From an optimization exercise on the open Yosys and OpenROAD flow, aimed at small area and a short achievable clock period; shortcuts taken in it are not production practice. Power and IR drop assume default switching activity.

## MAC
module MAC(
	clk,
	rst_n,
	in_valid,
	in_mode,
	in_act,
	in_wgt,
	out_act_idx,
	out_wgt_idx,
	out_idx,
	out_valid,
	out_data,
	out_finish
);
input clk, rst_n, in_valid, in_mode;
input [0:7][3:0] in_act;
input [0:8][3:0] in_wgt;
output logic [3:0] out_act_idx, out_wgt_idx, out_idx;
output logic out_valid, out_finish;
output logic [0:7][11:0] out_data;
logic cs, mode;
logic [3:0] cnt;
logic [2:0] out_cnt;
assign out_act_idx = cnt;
assign out_cnt = mode ? (cnt[2:0] - 3'd2) : cnt[2:0];
always @(posedge clk or negedge rst_n) begin
	if (!rst_n) out_wgt_idx <= 4'd1;
	else out_wgt_idx <= in_valid ? 4'd1 : cnt + 4'd2;
end
always @(posedge clk or negedge rst_n) begin
	if (!rst_n) begin
		cs <= 1'b0;
		mode <= 1'b0;
		cnt <= 4'd0;
		out_valid <= 1'b0;
		out_finish <= 1'b0;
	end else begin
		if (in_valid) cs <= 1'b1;
		else if (out_finish) cs <= 1'b0;
		if (in_valid) mode <= in_mode;
		cnt <= in_valid ? 4'd0 : cnt + 4'd1;
		out_valid <= !in_valid && cs && (mode ? (cnt >= 4'd2 && cnt <= 4'd9) : cnt[3]);
		out_finish <= out_valid && (out_cnt == 3'd7);
	end
end
always @(posedge clk) begin
	out_idx <= {~mode, out_cnt};
end
logic mode_nx, pad_top, pad_bot;
assign mode_nx = in_valid ? in_mode : mode;    
assign pad_top = mode_nx & (cnt == 4'd1);
assign pad_bot = mode_nx & (cnt == 4'd8);
logic [0:7][3:0] wr, wt;
always @(posedge clk) begin
	for (integer x = 0; x < 8; x = x + 1) begin
		if ((x < 3 && pad_top) || (x >= 6 && pad_bot)) begin
			wr[x] <= 4'hf;
			wt[x] <= 4'h0;
		end else begin
			wr[x] <= ~in_wgt[x];
			wt[x] <= in_wgt[x];
		end
	end
end
logic csel;
assign csel = mode;
wire [0:7][3:0] act_n = ~in_act;
logic [0:8][3:0] a0;    
logic [0:8][3:0] a1;    
logic [0:8][3:0] a2;    
logic [0:8][3:0] a3;    
logic [0:8][3:0] a4;    
logic [0:8][3:0] a5;    
logic [0:8][3:0] a6;    
logic [0:8][3:0] a7;    
wire ld0 = csel | (cnt == 4'd0);
always @(posedge clk) begin
	if (ld0) a0[0] <= csel ? act_n[1] : act_n[0];
	if (ld0) a0[1] <= csel ? a0[4] : act_n[1];
	if (ld0) a0[2] <= csel ? a0[5] : act_n[2];
	if (cnt == 4'd0) a0[3] <= act_n[3];
	if (ld0) a0[4] <= csel ? a0[7] : act_n[4];
	if (ld0) a0[5] <= csel ? a0[0] : act_n[5];
  ...
For scale: roughly 490 flip-flops, about 180 I/O pins, ~0.043 sq mm of cells after synthesis.
clock: 8.4 ns
lec_check: 0
cap_margin: 20
core_margin: 2
core_utilization: 40
cts_cluster_diameter: 150
cts_cluster_size: 20
setup_slack_margin: 4.0
slew_margin: 20
standard.sh (not shown) runs the stock make flow with config.mk's settings and CLKGATE_MAP_FILE= SYNTH_SCRIPT=/design/flow/synth_recipe.tcl, a recipe that flattens the netlist after the stock synthesis.
==> flow/flow/run.sh <==
#!/bin/bash
# Layout flow: the standard flow, except that synthesis skips Yosys's early
# "abc -fast" pass (SYNTH_ARGS=-noabc), so the full adders the RTL spells out
# map to full-adder cells without inverters between them. The registers keep
# the standard synthesis's instance names and cell types: the standard
# synthesis is run first for reference, and if the two differ in anything but
# the names, its netlist is used unchanged. Ports are buffered with buf_2 rather
# than the delay cell buffer_ports picks by default. Each step logs to a file here.
set -u
RES=$PWD/orfs/results/$FLOW_PLATFORM/MAC/base

bash standard.sh synth > 1_synth_standard.log 2>&1 || exit 1
cp "$RES/1_2_yosys.v" standard_netlist.v

bash standard.sh clean_synth > 1_clean.log 2>&1
if SYNTH_ARGS=-noabc bash standard.sh "$RES/1_2_yosys.v" > 1_synth_noabc.log 2>&1 &&
   python3 flow/match_regs.py standard_netlist.v "$RES/1_2_yosys.v" > 1_match_regs.log 2>&1; then
  echo "using the netlist synthesized without the early ABC pass" >> 1_match_regs.log
else
  echo "falling back to the standard netlist" >> 1_match_regs.log
  bash standard.sh clean_synth >> 1_clean.log 2>&1
  bash standard.sh synth > 1_synth_standard2.log 2>&1 || exit 1
fi

export BUFFER_PORTS_ARGS="-buffer_cell sky130_fd_sc_hd__buf_2"
bash standard.sh > 2_layout.log 2>&1
Other scripts of this flow, unchanged in this note and not shown: flow/flow/match_regs.py
Then changed:
SETUP_SLACK_MARGIN = 4.2   (was 4.0)
Outcome:
- The changed run completed with no timing, DRC or antenna violations
- worst setup slack gets better by 0.17 ns
- sequential power went down by a few percent
- combinational power went up by a few percent
- power went up by a few percent
- first-iteration DRC count went up by roughly a tenth
- synthesized area is unchanged
- cell count went up by a few percent
- via count went up by a few percent
No run of this note included a check of the RTL's function; only the layout flow was run.

[afterwards: timing with drivers on the ports]
How much do the figures lean on ideal ports? The routed layouts below were timed once more, with nothing changed but the port constraints. Step 1 sets driving cells, clkbuf_16 on the clock port and buf_2 on the other inputs (assumed; they add their load-dependent delay and slew). Step 2 times the ports against the registers' clock, not the clock port: input delays grow and output delays shrink by t, the midpoint of the rising clock arrivals with the driver on. a / b / c = ideal / step 1 / step 2; a / b = the first two.
run | t (ns) | setup slack, ns | worst setup path after step 2 | worst register clock-pin slew, ns | cell pins on the clock port's net
the first run | 0.720 | 4.084 / 4.084 / 4.084 | register to register | 0.11 / 0.11 | 1
the second run | 0.729 | 4.251 / 4.251 / 4.251 | register to register | 0.11 / 0.11 | 1
After both steps every run listed still meets setup and hold.
